What follows belongs to an exercise in optimizing a design on an open flow for small area and a short achievable clock period; a production flow would make more cautious choices.
No run shown here included a check of the RTL's function; only the layout flow was run.
Power is estimated from default activity; no workload was simulated.

<file path="flow/run.sh">
#!/bin/bash
# synth_recipe.tcl (not shown) runs the flow's synth.tcl, then flattens the netlist and writes it again
# the make line also repeats each setting of config.mk as NAME=value (left out here)
make -C /OpenROAD-flow-scripts/flow DESIGN_CONFIG=/design/flow/config.mk WORK_HOME=/design/flow/orfs CLKGATE_MAP_FILE= SYNTH_SCRIPT=/design/flow/synth_recipe.tcl finish
</file>
<file path="flow/config.mk">
export PLATFORM = sky130hd
export DESIGN_NAME = PipelinedFAdd
export DESIGN_NICKNAME = PipelinedFAdd
export VERILOG_FILES = /design/flow/design.v
export SDC_FILE = /design/flow/constraint.sdc
export NUM_CORES = 4
export LEC_CHECK = 0
export ABC_CLOCK_PERIOD_IN_PS = 2500
export CAP_MARGIN = 20
export CORE_MARGIN = 2
export CORE_UTILIZATION = 40
export SETUP_SLACK_MARGIN = 5
export SLEW_MARGIN = 20
</file>
<file path="flow/constraint.sdc">
create_clock -name core_clock -period 8.0 [get_ports {clk}]
set_input_delay 1.6000 -clock core_clock [delete_from_list [all_inputs] [get_ports {clk}]]
set_output_delay 1.6000 -clock core_clock [all_outputs]
set_load 0.01 [all_outputs]
</file>
<file path="flow/design.v">
module Cmp31 (
  input  wire [30:0] a,
  input  wire [30:0] b,
  output wire        gt,
  output wire        eq
);
  wire [31:0] g0 = {1'b0, b & ~a};
  wire [31:0] e0 = {1'b1, ~(a ^ b)};
  wire [15:0] g1, e1;
  wire [7:0]  g2, e2;
  wire [3:0]  g3, e3;
  wire [1:0]  g4, e4;
  genvar i;
  generate
    for (i = 0; i < 16; i = i + 1) begin : l1
      assign g1[i] = g0[2*i+1] | (e0[2*i+1] & g0[2*i]);
      assign e1[i] = e0[2*i+1] & e0[2*i];
    end
    for (i = 0; i < 8; i = i + 1) begin : l2
      assign g2[i] = g1[2*i+1] | (e1[2*i+1] & g1[2*i]);
      assign e2[i] = e1[2*i+1] & e1[2*i];
    end
    for (i = 0; i < 4; i = i + 1) begin : l3
      assign g3[i] = g2[2*i+1] | (e2[2*i+1] & g2[2*i]);
      assign e3[i] = e2[2*i+1] & e2[2*i];
    end
    for (i = 0; i < 2; i = i + 1) begin : l4
      assign g4[i] = g3[2*i+1] | (e3[2*i+1] & g3[2*i]);
      assign e4[i] = e3[2*i+1] & e3[2*i];
    end
  endgenerate
  assign gt = g4[1] | (e4[1] & g4[0]);
  assign eq = e4[1] & e4[0];
endmodule
module Adder24 (
  input  wire [23:0] x,
  input  wire [23:0] y,
  input  wire        cin,
  output wire [23:0] s,
  output wire [23:0] cout
);
  wire [23:0] p = x ^ y;
  wire [23:0] g0 = x & y;
  wire [23:0] gi = {g0[23:1], g0[0] | (p[0] & cin)};
  wire [23:0] g [0:5];
  wire [23:0] pp [0:5];
  assign g[0] = gi;
  assign pp[0] = p;
  genvar l, i;
  generate
    for (l = 0; l < 5; l = l + 1) begin : lvl
      for (i = 0; i < 24; i = i + 1) begin : bt
        if (i >= (1 << l)) begin : comb
          assign g[l+1][i]  = g[l][i] | (pp[l][i] & g[l][i - (1 << l)]);
          assign pp[l+1][i] = pp[l][i] & pp[l][i - (1 << l)];
        end else begin : ps
          assign g[l+1][i]  = g[l][i];
          assign pp[l+1][i] = pp[l][i];
        end
      end
    end
  endgenerate
  assign cout = g[5];
  assign s = p ^ {g[5][22:0], cin};
endmodule
module Lzc32 (
  input  wire [31:0] x,
  output wire [4:0]  cnt,
  output wire        zero
);
  wire [15:0] z1; wire [15:0] c1;           
  wire [7:0]  z2; wire [15:0] c2;           
  wire [3:0]  z3; wire [11:0] c3;           
  wire [1:0]  z4; wire [7:0]  c4;           
  genvar i;
  generate
    for (i = 0; i < 16; i = i + 1) begin : l1
      assign z1[i] = ~(x[2*i+1] | x[2*i]);
      assign c1[i] = ~x[2*i+1];
    end
    for (i = 0; i < 8; i = i + 1) begin : l2
      assign z2[i] = z1[2*i+1] & z1[2*i];
      assign c2[2*i+1:2*i] = z1[2*i+1] ? {1'b1, c1[2*i]} : {1'b0, c1[2*i+1]};
    end
    for (i = 0; i < 4; i = i + 1) begin : l3
      assign z3[i] = z2[2*i+1] & z2[2*i];
      assign c3[3*i+2:3*i] = z2[2*i+1] ? {1'b1, c2[4*i+1:4*i]} : {1'b0, c2[4*i+3:4*i+2]};
    end
    for (i = 0; i < 2; i = i + 1) begin : l4
      assign z4[i] = z3[2*i+1] & z3[2*i];
      assign c4[4*i+3:4*i] = z3[2*i+1] ? {1'b1, c3[6*i+2:6*i]} : {1'b0, c3[6*i+5:6*i+3]};
    end
  endgenerate
  assign zero = z4[1] & z4[0];
  assign cnt  = z4[1] ? {1'b1, c4[3:0]} : {1'b0, c4[7:4]};
endmodule
module PipelinedFAdd (
  input  wire        clk,
  input  wire        rst,
  input  wire [31:0] A,
  input  wire [31:0] B,
  input  wire        operation,
  input  wire        in_valid,
  output wire [31:0] result,
  output wire        out_valid
);
  wire        sa = A[31];
  wire        sb = B[31] ^ operation;
  wire [7:0]  ea = A[30:23];
  wire [7:0]  eb = B[30:23];
  wire [22:0] fa = A[22:0];
  wire [22:0] fb = B[22:0];
  wire ea_max = &ea;
  wire eb_max = &eb;
  wire fa_nz  = |fa;
  wire fb_nz  = |fb;
  wire a_nan  = ea_max & fa_nz;
  wire a_inf  = ea_max & ~fa_nz;
  wire b_inf  = eb_max & ~fb_nz;
  wire a_zero = ~(|ea) & ~fa_nz;
  wire b_zero = ~(|eb) & ~fb_nz;
  wire special = ea_max | eb_max | a_zero | b_zero;
  wire b_gt_a, ab_eq;
  Cmp31 u_cmp (.a(A[30:0]), .b(B[30:0]), .gt(b_gt_a), .eq(ab_eq));
  wire swap = b_gt_a & ~a_nan;
  wire [8:0] dab = {1'b0, ea} - {1'b0, eb};
  wire [7:0] dba = eb - ea;
  wire [7:0] d   = dab[8] ? dba : dab[7:0];
  wire qnan  = a_inf & b_inf & operation & (sa ^ sb);
  wire zflip = a_zero & b_zero & operation;
  reg  [7:0]  r1_ea, r1_eb;
  reg  [22:0] r1_fa, r1_fb;
  reg  [4:0]  r1_d;
  reg         r1_swap, r1_kill, r1_s, r1_sub, r1_qnan;
  always @(posedge clk) begin
    r1_ea   <= ea;
    r1_eb   <= eb;
    r1_fa   <= fa;
    r1_fb   <= fb;
    r1_swap <= swap;
    r1_d    <= d[4:0];
    r1_kill <= special | (dab[8] ? (dba > 8'd23) : (dab[7:0] > 8'd23));
    r1_sub  <= sa ^ sb;
    r1_qnan <= qnan;
    r1_s    <= ~qnan & ((swap ? sb : sa) ^ zflip);
  end
  wire r1_special = (&r1_ea) | (&r1_eb) | ~(|r1_ea) & ~(|r1_fa) | ~(|r1_eb) & ~(|r1_fb);
  wire [7:0]  e_big   = r1_swap ? r1_eb : r1_ea;
  wire [22:0] f_big   = r1_swap ? r1_fb : r1_fa;
  wire [22:0] f_small = r1_swap ? r1_fa : r1_fb;
  wire        h_big   = (|e_big) | r1_special;
  wire        h_small = r1_swap ? (|r1_ea) : (|r1_eb);
  wire [23:0] ms_al   = r1_kill ? 24'd0 : ({h_small, f_small} >> r1_d);
  reg  [7:0]  r2_e;
  reg  [23:0] r2_mb, r2_ms;
  reg         r2_s, r2_sub, r2_qnan;
  always @(posedge clk) begin
    r2_e    <= e_big;
    r2_mb   <= {h_big, f_big};
    r2_ms   <= ms_al ^ {24{r1_sub}};
    r2_s    <= r1_s;
    r2_sub  <= r1_sub;
    r2_qnan <= r1_qnan;
  end
  wire [23:0] ad_s, ad_c;
  Adder24 u_add (.x(r2_mb), .y(r2_ms), .cin(r2_sub), .s(ad_s), .cout(ad_c));
  reg  [7:0]  r3_e;
  reg  [24:0] r3_sum;
  reg         r3_s, r3_qnan;
  always @(posedge clk) begin
    r3_e    <= r2_e;
    r3_sum  <= {ad_c[23] & ~r2_sub, ad_s};
    r3_s    <= r2_s;
    r3_qnan <= r2_qnan;
  end
  wire [4:0] lz;
  wire       sum_zero;
  Lzc32 u_lzc (.x({r3_sum, 7'd0}), .cnt(lz), .zero(sum_zero));
  wire [24:0] nsum  = r3_sum << lz;
  wire [7:0]  e_out = sum_zero ? r3_e : (r3_e + 8'd1 - {3'd0, lz});
  reg [31:0] r4_res;
  always @(posedge clk)
    r4_res <= {r3_s, e_out, nsum[23] | r3_qnan, nsum[22:1]};
  assign result = r4_res;
  reg [3:0] vld;
  always @(posedge clk or posedge rst)
    if (rst) vld <= 4'b0000;
    else     vld <= {vld[2:0], in_valid};
  assign out_valid = vld[3];
endmodule
</file>
==> results of run 1 <==
[flip-flops by register name (all words and copies together), names as in the netlist, 5 cells and up]
register and flops:
r4_res 32, r3_sum 25, r2_mb 24, r2_ms 24
r1_fa 23, r1_fb 23, r1_ea 8, r1_eb 8
r2_e 8, r3_e 8, r1_d 5
[per-layer routing]
layer / vias to the layer above / routed length [um] / track usage / share of wire
met4: 0 / 842 / 0.0637 / 0.029
met5: - / 0 / 0 / 0
met3: 70 / 1380 / 0.0307 / 0.048
li1: 4303 / - / - / -
met1: 4079 / 12400 / 0.251 / 0.43
met2: 272 / 14100 / 0.348 / 0.49
[per-stage QoR]
step | util | hold slack [ns] | total power [uW] | setup slack (ns) | area [sq um]
after floorplan | - | 0.310 | 2720 | 4.39 | 10800
after global placement | 0.463 | 0.312 | 3270 | 3.33 | 12100
after detailed placement | 0.463 | 0.312 | 3270 | 3.28 | 12100
after CTS | 0.513 | 0.325 | 4470 | 4.65 | 13400
after global routing | 0.535 | 0.332 | 5030 | 4.51 | 13900
final | 0.535 | 0.325 | 4740 | 4.64 | 13900
[cells in the final DEF (no fill, tap or decap), types with 14 or more instances in the layout]
cell type	n
nor4_1	27
inv_1	68
nor3_1	16
clkbuf_16	25
a21oi_1	39
xor2_1	14
o21ai_0	25
ha_4	21
buf_4	54
dfxtp_1	187
dlygate4sd2_1	23
mux4_2	27
ha_1	51
a21o_1	19
nand4_1	25
nor2_1	73
nand2_1	113
xnor2_1	47
mux2i_1	42
clkdlybuf4s50_1	25
mux2_2	36
dlymetal6s2s_1	16
[worst max path at each step]
stage	endpoint	slack, ns	cells past startpoint
global route	r4_res[30]	4.51	16
global placement	r4_res[30]	3.33	18
finish	r4_res[30]	4.64	15
CTS	r4_res[30]	4.65	16
detailed placement	r4_res[30]	3.28	18
floorplan	r1_d[2]	4.39	11
[where the power goes]
part | internal [uW] | total, uW | switching, uW
logic | 1070 | 2200 | 1140
registers | 1260 | 1490 | 224
clock network | 627 | 1050 | 424
total | 2950 | 4740 | 1780
[layout make-up]
cell class / instances / area share
Multi-Input combinational cell: 790 / 0.492
Sequential cell: 202 / 0.293
Tap cell: 335 / 0.0301
Inverter: 80 / 0.0246
Clock buffer: 30 / 0.0477
Timing Repair Buffer: 161 / 0.104
Clock inverter: 12 / 0.00817
[logic make-up after synthesis]
group,after synthesis
mux,123
fa+ha+maj,77
xor+xnor,61
compound gates,206
buf+inv,122
simple gates,322
flops,202
[repair_timing]
action / in CTS / in global routing
gates resized for setup: 198 / 118
pin swaps: 66 / 53
setup buffers: 32 / 26
hold buffers: 0 / 0
setup endpoints to repair: 41 / 40
cloned: 1 / 0
==> summary.txt, run 1 <==
area occupied by multi-input gates = 6850 sq um
layout cell share with drive strength beyond 1 = 0.256
crit path DAT = 3.76 ns
Hold EP = r4_res[31]
Synth Cell Area = 10,600 sq um
num ports = 101
P per Cell Area = 340 nW/um^2
mux cell area share after synthesis = 0.152
gpl congestion = 0.925
CP endpoint kind = flop
clk latency of the worst-skew pair = 0.52 ns
Port Buffers = 100
residual DRC count = 0
Main synth FF type = dfxtp_1
slowest cell on the critical path = or4_4
post-synthesis compound-gate area fraction = 0.128
DP Cell Count = 1,509
syn_nets = 1,258
Final Hold Violating Endpoints = 0
largest stage delay on the critical path = 0.56 ns
CORE AREA = 26,100 sq um
Top delay family on crit path = compound AO/OA/AOI/OAI gates
htree depth = 1
Antenna diodes = 0
largest net degree at the start of global routing = 57
Final min period = 3.36 ns
average routed wire per standard cell = 17.8 um
CTS clock-pin slew for the worst setup and hold paths = 0.06 ns
clk_skew = 0.0230 ns
ranking of synthesized cells by area = dfxtp_1 (37%), ha_1 (8.5%), mux4_2 (5.7%)
worst r2r src = r3_sum[7]
first drt pass iteration count = 5
Worst-Margin Slew = 1.08 ns
Final HPWL DP = 21,400 um
Yosys top cell area share = 0.373
RSZ-0062 raised after global routing = yes
Layout Cells excl Fill = 1,610
# rows = 59
sequential share of the synthesized area = 0.383
crit-path max FO = 3
first-pass GRT wire length = 45,000 um
slew margin rel. = 0.281
Filler cells = 2,317
asr flop ratio synth = 0.0198
post-synthesis simple-gate area fraction = 0.146
Critical Setup Path Class = flop to flop
DRT Wirelength = 28,700 um
Avg Inst Size Synth = 9.54 sq um
Final period util = 0.420
initial antenna violation count = 1
most frequent CP cell = xnor2_1
min-delay src = r3_s
clk buf depth = 3
Slew Viols, Final = 0
status = timing/DRC/antenna clean
xor/xnor cell area share of the yosys netlist = 0.0503
Worst Hold Depth = 0
Clock Tree Root = clkbuf_16
largest family of logic cells by synthesized area = multiplexers
total grt overflow = 0
Mapped Cells = 1,113
Die Y = 167 um
YS warnings = 2
Area Overhead vs Synth = 31.3%
Final ANT Viol Nets = 0
worst setup path startpoint = r3_sum[7]
Max VDD drop = 0.274 mV
maximum clock rate = 297 MHz
max-cap violation count = 0
worst min-delay path class = flop to flop
Synth Area in Adders = 0.0943
WP data required = 8.40 ns
Post-synth EDFFs = 0
CP bufs+invs = 3
Unique masters post-synth = 70
Die Width = 167 um
Initial Utilization = 0.407
CTS Sinks = 202
most frequent cells after synthesis = dfxtp_1 (198), nand2_1 (115), inv_1 (76), nor2_1 (76), ha_1 (72)
DRT iter0 DRCs = 447
die footprint = 27,900 sq um
top-count cell post-synth = dfxtp_1
CP Cell Sequence = or4_4 -> buf_4 -> buf_6 -> a311oi_2 -> o21a_2 -> inv_8 -> ha_4 -> fa_2 -> a21o_1 -> a21oi_2 -> o21bai_1 -> a21oi_1 -> xnor2_1 -> nand2_1 -> xnor2_1
via count = 8,724
FF-to-FF setup slack = 4.64 ns
Startpoint Class = flop
number of global-route vias before repair = 8,558
vias per cell = 5.42
Overall Global Routing Usage = 0.199
Leakage = 0.00593 uW
sequential cell area = 4090 sq um
Reg2Reg Depth = 15
nets = 1,404
final setup fails = 0
TritonCTS Buffers = 24
FF+latch count, synth = 202
total negative setup slack = 0 ns
CTS tree = built
Synth area leader = dfxtp_1
FF-to-FF End = r4_res[30]
==> run 2: changes to the inputs <==
--- a/flow/config.mk
+++ b/flow/config.mk
@@ -6,5 +6,5 @@
 export NUM_CORES = 4
 export LEC_CHECK = 0
-export ABC_CLOCK_PERIOD_IN_PS = 2500
+export ABC_CLOCK_PERIOD_IN_PS = 2000
 export CAP_MARGIN = 20
 export CORE_MARGIN = 2
==> summary.txt, run 2 <==
status = timing/DRC/antenna clean
Synth Area in Adders = 0.0943
clk_skew = 0.0230 ns
total grt overflow = 0
crit-path max FO = 3
largest register by flop count = r4_res
Overall Global Routing Usage = 0.199
Final Hold Violating Endpoints = 0
Antenna diodes = 0
final setup fails = 0
Post-synth EDFFs = 0
CTS tree = built
asr flop ratio synth = 0.0198
worst setup path startpoint = r3_sum[7]
maximum clock rate = 297 MHz
Die Y = 167 um
crit path DAT = 3.76 ns
Slew Viols, Final = 0
Critical Setup Path Class = flop to flop
ranking of synthesized cells by area = dfxtp_1 (37%), ha_1 (8.5%), mux4_2 (5.7%)
CP bufs+invs = 3
Synth Cell Area = 10,600 sq um
clk buf depth = 3
CTS clock-pin slew for the worst setup and hold paths = 0.06 ns
WP data required = 8.40 ns
Yosys top cell area share = 0.373
Mapped Cells = 1,113
initial antenna violation count = 1
Filler cells = 2,317
P per Cell Area = 340 nW/um^2
Avg Inst Size Synth = 9.54 sq um
max-cap violation count = 0
Setup crit end = r4_res[30]
htree depth = 1
FF+latch count, synth = 202
total negative setup slack = 0 ns
xor/xnor cell area share of the yosys netlist = 0.0503
Largest regs = r4_res x32, r3_sum x25
worst hold slack = 0.325 ns
Startpoint Class = flop
CP Cell Sequence = or4_4 -> buf_4 -> buf_6 -> a311oi_2 -> o21a_2 -> inv_8 -> ha_4 -> fa_2 -> a21o_1 -> a21oi_2 -> o21bai_1 -> a21oi_1 -> xnor2_1 -> nand2_1 -> xnor2_1
Synth area leader = dfxtp_1
Area Overhead vs Synth = 31.3%
commonest non-fill, non-tap cell in the layout = dfxtp_1
Worst path depth = 15
die footprint = 27,900 sq um
syn_nets = 1,258
gpl congestion = 0.925
Worst-Margin Slew = 1.08 ns
top-count cell post-synth = dfxtp_1
CORE AREA = 26,100 sq um
slowest cell on the critical path = or4_4
Unique masters post-synth = 70
first drt pass iteration count = 5
CTS Sinks = 202
Final HPWL DP = 21,400 um
# rows = 59
average routed wire per standard cell = 17.8 um
Layout Cells excl Fill = 1,610
FF-to-FF setup slack = 4.64 ns
num ports = 101
via count = 8,724
RSZ-0062 raised after global routing = yes
Main synth FF type = dfxtp_1
DRT iter0 DRCs = 447
Area after DPL = 12,100 sq um
layout cell share with drive strength beyond 1 = 0.256
sequential share of the synthesized area = 0.383
Max VDD drop = 0.274 mV
Final ANT Viol Nets = 0
Leakage = 0.00593 uW
Reg2Reg Depth = 15
mux cell area share after synthesis = 0.152
CP endpoint kind = flop
number of global-route vias before repair = 8,558
Initial Utilization = 0.407
Port Buffers = 100
Largest register FFs = 32
TritonCTS Buffers = 24
Final min period = 3.36 ns
first-pass GRT wire length = 45,000 um
worst r2r src = r3_sum[7]
DRT Wirelength = 28,700 um
post-synthesis compound-gate area fraction = 0.128
post-synthesis simple-gate area fraction = 0.146
FF-to-FF End = r4_res[30]
worst min-delay path class = flop to flop
nets = 1,404
clk latency of the worst-skew pair = 0.52 ns
Top delay family on crit path = compound AO/OA/AOI/OAI gates
Die Width = 167 um
DP Cell Count = 1,509
Final period util = 0.420
YS warnings = 2
largest stage delay on the critical path = 0.56 ns
CTS Hold Bufs = 0
slew margin rel. = 0.281
largest family of logic cells by synthesized area = multiplexers
most frequent CP cell = xnor2_1
Finished Core Util = 0.535
largest net degree at the start of global routing = 57
commonest non-fill, non-tap cells in the layout = dfxtp_1 (187), nand2_1 (113), nor2_1 (73)
vias per cell = 5.42
Clock Tree Root = clkbuf_16
residual DRC count = 0
most frequent cells after synthesis = dfxtp_1 (198), nand2_1 (115), inv_1 (76), nor2_1 (76), ha_1 (72)
Design Area, Final = 13,900 sq um
[run 2: cell counts after synthesis]
No cell type changed its count.
[run 2: power by group]
part / total, uW / internal, uW / switching (uW)
Clock: 1050 / 627 / 424
Sequential: 1490 / 1260 / 224
Combinational: 2200 / 1070 / 1140
[run 2: area by class of cell]
type,instances,area [sq um],area share
multi-input cells,790,6850,0.492
flip-flops and latches,202,4090,0.293
repair buffers,161,1450,0.104
clock buffers,30,664,0.0477
well taps,335,419,0.0301
inverters,80,343,0.0246
clock inverters,12,114,0.00817
[run 2: through the flow]
step | setup slack, ns | power (uW)
floorplan | 4.39 | 2720
global placement | 3.33 | 3270
detailed placement | 3.28 | 3270
CTS | 4.65 | 4470
global route | 4.51 | 5030
finish | 4.64 | 4740
[run 2: what timing repair did]
item / CTS / global route
gates resized for setup: 198 / 118
cloned: 1 / 0
buffers inserted: 32 / 26
setup endpoints to repair: 41 / 40
endpoints found under the hold margin: 0 / 0
pin swaps: 66 / 53
[run 2: worst min-delay path by stage]
stage,start,to,slack (ns),cells after the start
3_3_place_gp,r2_e[4],r3_e[4],0.31,0
5_1_grt,r2_e[6],r3_e[6],0.33,0
4_1_cts,r2_qnan,r3_qnan,0.33,0
2_1_floorplan,r1_qnan,r2_qnan,0.31,0
3_5_place_dp,r2_qnan,r3_qnan,0.31,0
6_report,r3_s,r4_res[31],0.32,0
[run 2: logic make-up (layout without fill, tap and decap cells)]
logic type | Yosys count | after routing
muxes | 123 | 123
AOI/OAI and AO/OA | 206 | 207
xor gates and xnor gates | 61 | 61
DFF | 202 | 202
buffers and inverters | 122 | 283
adders and majority gates | 77 | 77
and+or+nand+nor | 322 | 322
[run 2: metal layers]
metal  GRT usage  part of all wire
met5           0                 0
met4      0.0637             0.029
met2       0.348              0.49
met1       0.251              0.43
met3      0.0307             0.048
==> run 3: changes to the inputs <==
--- a/flow/config.mk
+++ b/flow/config.mk
@@ -6,8 +6,7 @@
 export NUM_CORES = 4
 export LEC_CHECK = 0
-export ABC_CLOCK_PERIOD_IN_PS = 2000
 export CAP_MARGIN = 20
 export CORE_MARGIN = 2
 export CORE_UTILIZATION = 40
-export SETUP_SLACK_MARGIN = 5
+export SETUP_SLACK_MARGIN = 4.0
 export SLEW_MARGIN = 20
==> summary.txt, run 3 <==
status = timing/DRC/antenna clean
initial antenna violation count = 0
gpl congestion = 0.968
most frequent cells after synthesis = dfxtp_1 (198), nand2_1 (115), inv_1 (76), nor2_1 (76), ha_1 (72)
clk latency of the worst-skew pair = 0.51 ns
setup ws final = 4.13 ns
num ports = 101
total negative setup slack = 0 ns
Synth area leader = dfxtp_1
Main synth FF type = dfxtp_1
Reg2Reg Depth = 13
Post-synth EDFFs = 0
Final period util = 0.483
Finished Core Util = 0.493
largest net degree at the start of global routing = 57
Comb pwr share = 0.420
DRT Wirelength = 27,000 um
via count = 8,483
P per Cell Area = 342 nW/um^2
Setup crit end = r1_d[1]
DRT iter0 DRCs = 489
# rows = 59
switching power = 1600 uW
Area after DPL = 11,900 sq um
worst r2r src = r3_sum[8]
layout cell share with drive strength beyond 1 = 0.113
crit-path max FO = 6
Startpoint Class = input pin
Clk network pwr share = 0.252
first-pass GRT wire length = 43,800 um
Port Buffers = 100
Largest regs = r4_res x32, r3_sum x25
FF-to-FF End = r4_res[30]
FF+latch count, synth = 202
pre-CTS setup slack = 2.82 ns
Final min period = 3.87 ns
Final HPWL DP = 21,400 um
TritonCTS Buffers = 23
Final ANT Viol Nets = 0
ranking of synthesized cells by area = dfxtp_1 (37%), ha_1 (8.5%), mux4_2 (5.7%)
Yosys top cell area share = 0.373
WP data required = 8.40 ns
commonest non-fill, non-tap cell in the layout = dfxtp_1
max-cap violation count = 0
sequential share of the synthesized area = 0.383
Switching Share = 0.364
nets = 1,353
die footprint = 27,900 sq um
Final Hold Violating Endpoints = 0
worst setup path startpoint = B[23]
slowest cell on the critical path = clkdlybuf4s50_1
maximum clock rate = 259 MHz
Mapped Cells = 1,113
htree depth = 1
Slew Viols, Final = 0
FF-to-FF setup slack = 4.20 ns
residual DRC count = 0
Unique masters post-synth = 70
number of global-route vias before repair = 8,361
clk_skew = 0.0229 ns
Largest register FFs = 32
YS warnings = 2
Initial Utilization = 0.407
sequential share of power = 0.328
Die Y = 167 um
DP Cell Count = 1,509
Die Width = 167 um
final setup fails = 0
largest stage delay on the critical path = 0.57 ns
CTS tree = built
syn_nets = 1,258
CTS Sinks = 202
Worst-Margin Slew = 1.09 ns
CTS clock-pin slew for the worst setup and hold paths = 0.06 ns
Design Area, Final = 12,900 sq um
Synth Cell Area = 10,600 sq um
commonest non-fill, non-tap cells in the layout = dfxtp_1 (197), nand2_1 (115), clkdlybuf4s50_1 (99)
Critical Setup Path Class = input pin to flop
CTS Hold Bufs = 0
clk buf depth = 3
RSZ-0062 raised after global routing = no
CORE AREA = 26,100 sq um
Clock Tree Root = clkbuf_16
Leakage = 0.00547 uW
Overall Global Routing Usage = 0.192
Max VDD drop = 0.210 mV
Area Overhead vs Synth = 21.1%
total grt overflow = 0
CP endpoint kind = flop
P_int = 2790 uW
Filler cells = 2,454
top-count cell post-synth = dfxtp_1
CP Cell Sequence = clkdlybuf4s50_1 -> ha_1 -> inv_1 -> fa_1 -> a21o_1 -> a21oi_2 -> nor2_1 -> o21a_1 -> o41ai_4 -> buf_6 -> mux2_2
largest register by flop count = r4_res
Antenna diodes = 0
worst min-delay path class = flop to flop
Layout Cells excl Fill = 1,560
slew margin rel. = 0.269
crit path DAT = 4.27 ns
average routed wire per standard cell = 17.3 um
Avg Inst Size Synth = 9.54 sq um
first drt pass iteration count = 5
vias per cell = 5.44
asr flop ratio synth = 0.0198
-- run 3: per-stage QoR --
stage	hold slack (ns)	power (uW)
2_1_floorplan	0.310	2670
3_3_place_gp	0.313	3230
3_5_place_dp	0.312	3230
4_1_cts	0.326	4360
5_1_grt	0.336	4670
6_report	0.325	4390
-- run 3: power groups by stage --
stage	Combinational (uW)	Clock (uW)	Sequential (uW)
finish	1840	1100	1440
global route	2030	1170	1470
CTS	1810	1130	1430
detailed placement	1780	0	1450
global placement	1790	0	1440
floorplan	1240	0	1430
-- run 3: cells by family (layout without fill, tap and decap cells) --
kind of cell | count (synthesis) | count (layout) | synth area share
compound gates | 206 | 207 | 0.128
flops | 202 | 202 | 0.383
xor+xnor | 61 | 61 | 0.0503
buf+inv | 122 | 233 | 0.0456
fa+ha+maj | 77 | 77 | 0.0943
mux | 123 | 123 | 0.152
simple gates | 322 | 322 | 0.146
-- run 3: worst min-delay path by stage --
| stage | startpoint | to | slack [ns] | cells after the start |
|---|---|---|---|---|
| 2_1_floorplan | r1_qnan | r2_qnan | 0.31 | 0 |
| 3_3_place_gp | r2_e[6] | r3_e[6] | 0.31 | 0 |
| 3_5_place_dp | r2_e[5] | r3_e[5] | 0.31 | 0 |
| 4_1_cts | r2_e[5] | r3_e[5] | 0.33 | 0 |
| 5_1_grt | r2_e[5] | r3_e[5] | 0.34 | 0 |
| 6_report | r2_e[3] | r3_e[3] | 0.32 | 0 |
-- run 3: metal layers --
metal	wire length, um	global-route usage
met5	0	0
met4	879	0.0667
met3	1230	0.0245
met2	12900	0.332
met1	12100	0.246
-- run 3: layout make-up --
type                       instances  area [sq um]  share of cell area
clock inverter                    11           171              0.0133
tap                              335           419              0.0326
timing repair buffer             111          1090              0.0848
clock buffer                      31           646              0.0502
sequential                       202          4070               0.316
multi-input combinational        790          6150               0.479
inverter                          80           308              0.0240
-- run 3: worst max-delay path, delay by kind of cell --
| kind | cells | cell delay, ns |
|---|---|---|
| buf+inv | 3 | 0.81 |
| compound gates | 4 | 0.88 |
| mux | 1 | 0.34 |
| simple gates | 1 | 0.06 |
| fa+ha+maj | 2 | 0.57 |
-- run 3: repair_timing --
action | CTS | global route
gates cloned | 1 | 0
pin swaps | 3 | 7
buffers inserted | 2 | 6
hold endpoints to repair | 0 | 0
setup endpoints to repair | 11 | 7
resized for setup | 6 | 17
==> run 4: changes to the inputs <==
--- a/flow/config.mk
+++ b/flow/config.mk
@@ -9,4 +9,4 @@
 export CORE_MARGIN = 2
 export CORE_UTILIZATION = 40
-export SETUP_SLACK_MARGIN = 4.0
+export SETUP_SLACK_MARGIN = 4.5
 export SLEW_MARGIN = 20
==> summary.txt, run 4 <==
largest net degree at the start of global routing = 57
DP Cell Count = 1,509
Final min period = 3.40 ns
Avg Inst Size Synth = 9.54 sq um
residual DRC count = 0
slew margin rel. = 0.298
area occupied by multi-input gates = 6300 sq um
vias per cell = 5.43
die footprint = 27,900 sq um
Main synth FF type = dfxtp_1
number of global-route vias before repair = 8,290
status = timing/DRC/antenna clean
worst r2r src = r3_sum[4]
# rows = 59
Mapped Cells = 1,113
gpl congestion = 0.971
Clock Tree Root = clkbuf_16
most frequent cells after synthesis = dfxtp_1 (198), nand2_1 (115), inv_1 (76), nor2_1 (76), ha_1 (72)
Initial Utilization = 0.407
Final period util = 0.425
Synth area leader = dfxtp_1
asr flop ratio synth = 0.0198
total grt overflow = 0
DRT Wirelength = 27,400 um
layout cell share with drive strength beyond 1 = 0.146
Critical Setup Path Class = input pin to flop
Final HPWL DP = 21,400 um
CP endpoint kind = flop
slowest cell on the critical path = clkdlybuf4s50_1
min-delay src = r1_qnan
DRT iter0 DRCs = 529
Yosys top cell area share = 0.373
crit path DAT = 3.79 ns
RSZ-0062 raised after global routing = yes
sequential share of the synthesized area = 0.383
Synth Cell Area = 10,600 sq um
first-pass GRT wire length = 43,000 um
most frequent CP cell = a21o_1
total negative setup slack = 0 ns
crit-path max FO = 3
WP data required = 8.39 ns
Unique masters post-synth = 70
Reg2Reg Depth = 16
Die Width = 167 um
average routed wire per standard cell = 17.5 um
Area Overhead vs Synth = 22.6%
CP Cell Sequence = clkdlybuf4s50_1 -> inv_1 -> ha_1 -> a21o_1 -> a21o_1 -> a21oi_1 -> o21ai_1 -> and2_1 -> o31a_1 -> nor2_1 -> a211oi_1
Hold EP = r2_qnan
Slew Viols, Final = 0
initial antenna violation count = 1
pre-CTS setup slack = 2.98 ns
Finished Core Util = 0.499
Final ANT Viol Nets = 0
final setup fails = 0
Filler cells = 2,434
Startpoint Class = input pin
FF-to-FF setup slack = 4.63 ns
Port Buffers = 100
syn_nets = 1,258
CTS clock-pin slew for the worst setup and hold paths = 0.06 ns
setup ws final = 4.60 ns
Layout Cells excl Fill = 1,570
Worst Hold Depth = 0
htree depth = 1
largest register by flop count = r4_res
Die Y = 167 um
Antenna diodes = 0
Max VDD drop = 0.245 mV
FF-to-FF End = r4_res[30]
Overall Global Routing Usage = 0.190
CORE AREA = 26,100 sq um
Leakage = 0.00552 uW
Top delay family on crit path = compound AO/OA/AOI/OAI gates
CTS Hold Bufs = 0
Worst-Margin Slew = 1.05 ns
TritonCTS Buffers = 22
Post-synth EDFFs = 0
clk buf depth = 3
max-cap violation count = 0
sequential cell area = 4080 sq um
first drt pass iteration count = 5
nets = 1,367
largest stage delay on the critical path = 0.54 ns
clk_skew = 0.0148 ns
ranking of synthesized cells by area = dfxtp_1 (37%), ha_1 (8.5%), mux4_2 (5.7%)
clk latency of the worst-skew pair = 0.51 ns
Largest register FFs = 32
FF+latch count, synth = 202
Final Hold Violating Endpoints = 0
Largest regs = r4_res x32, r3_sum x25
YS warnings = 2
maximum clock rate = 294 MHz
num ports = 101
top-count cell post-synth = dfxtp_1
commonest non-fill, non-tap cells in the layout = dfxtp_1 (191), nand2_1 (114), clkdlybuf4s50_1 (90)
CTS tree = built
via count = 8,526
CTS Sinks = 202
commonest non-fill, non-tap cell in the layout = dfxtp_1
P per Cell Area = 335 nW/um^2
worst min-delay path class = flop to flop
CP bufs+invs = 2
## run 4: cell counts after synthesis
No cell type changed its count.
## run 4: logic make-up (layout without fill, tap and decap cells)
logic type                 after synthesis  count (layout)  synth area share
and+or+nand+nor                        322             322             0.146
AOI/OAI and AO/OA                      206             207             0.128
DFF                                    202             202             0.383
muxes                                  123             123             0.152
buffers and inverters                  122             243            0.0456
adders and majority gates               77              77            0.0943
xor gates and xnor gates                61              61            0.0503
## run 4: power breakdown
group | total [uW] | internal, uW | switching, uW
registers | 1450 | 1260 | 192
clock network | 974 | 589 | 385
logic | 1930 | 890 | 1040
## run 4: cell type report
type,count,share of cell area
Inverter,80,0.0250
Tap cell,335,0.0322
Multi-Input combinational cell,790,0.484
Clock buffer,28,0.0456
Sequential cell,202,0.313
Timing Repair Buffer,126,0.0907
Clock inverter,9,0.00885
## run 4: worst max path at each step
stage	startpoint	depth (start not counted)	slack, ns	to
6_report	A[17]	11	4.60	r1_s
5_1_grt	r3_sum[4]	16	4.44	r4_res[30]
4_1_cts	r3_sum[7]	16	4.49	r4_res[30]
3_5_place_dp	r3_sum[23]	18	2.98	r4_res[30]
3_3_place_gp	r3_sum[24]	18	3.09	r4_res[30]
2_1_floorplan	r3_sum[24]	21	4.33	r4_res[30]
## run 4: repair_timing
action	4_1_cts	5_1_grt
buffers inserted	10	13
endpoints found under the setup margin	35	9
cloned	1	0
pin swaps	9	17
gates resized for setup	51	27
## run 4: worst register-to-register path, delay by kind of cell, from the launching register on
| family | cells | cell delay [ns] |
|---|---|---|
| AND/OR/NAND/NOR | 4 | 0.96 |
| flip-flops | 1 | 0.34 |
| AO/OA/AOI/OAI | 5 | 0.97 |
| adder cells (fa/ha/maj) | 3 | 0.61 |
| XOR/XNOR | 2 | 0.27 |
| buffers and inverters | 2 | 0.12 |
## run 4: per-stage QoR
| stage | instance area (sq um) | power, uW | hold WS, ns |
|---|---|---|---|
| final | 13000 | 4360 | 0.325 |
| after global routing | 13000 | 4610 | 0.330 |
| after CTS | 12800 | 4300 | 0.325 |
| after detailed placement | 11900 | 3240 | 0.312 |
| after global placement | 11900 | 3240 | 0.313 |
| after floorplan | 10700 | 2680 | 0.310 |
## run 4: per-layer routing
layer,vias up,routed length [um],track usage
li1,4230,-,-
met1,3976,12200,0.239
met2,261,13000,0.331
met3,59,1160,0.0240
met4,0,1070,0.0738
met5,-,0,0

[separate check: timing with driven ports]
How much do the figures lean on ideal ports? The routed layouts below were timed once more, with nothing changed but the port constraints.
Step 1: set_driving_cell puts a clkbuf_16 on clk and a buf_2 on each other input, an assumption about the parent block.
Step 2, shift: input delay + t, output delay - t, t = (earliest + latest rising clock arrival at the registers) / 2. This alone moves slack from input paths to output paths.
Slacks: ideal / step 1 / step 2; pairs: ideal / step 1.
run	t (ns)	slack for setup (ns)	worst hold slack (ns)	latest minus earliest clock arrival (ns)
run 1	0.558	4.637 / 4.637 / 4.141	0.325 / 0.325 / 0.325	0.023 / 0.024
run 2	0.558	4.637 / 4.637 / 4.141	0.325 / 0.325 / 0.325	0.023 / 0.024
run 3	0.553	4.133 / 4.158 / 3.605	0.325 / 0.325 / 0.325	0.023 / 0.024
run 4	0.548	4.600 / 4.624 / 4.076	0.325 / 0.325 / 0.325	0.015 / 0.015
After both steps setup and hold are still met in every run listed. The setup slack of run 3, which loses most, moves by +0.025 ns with the drivers and by -0.528 ns with both steps.
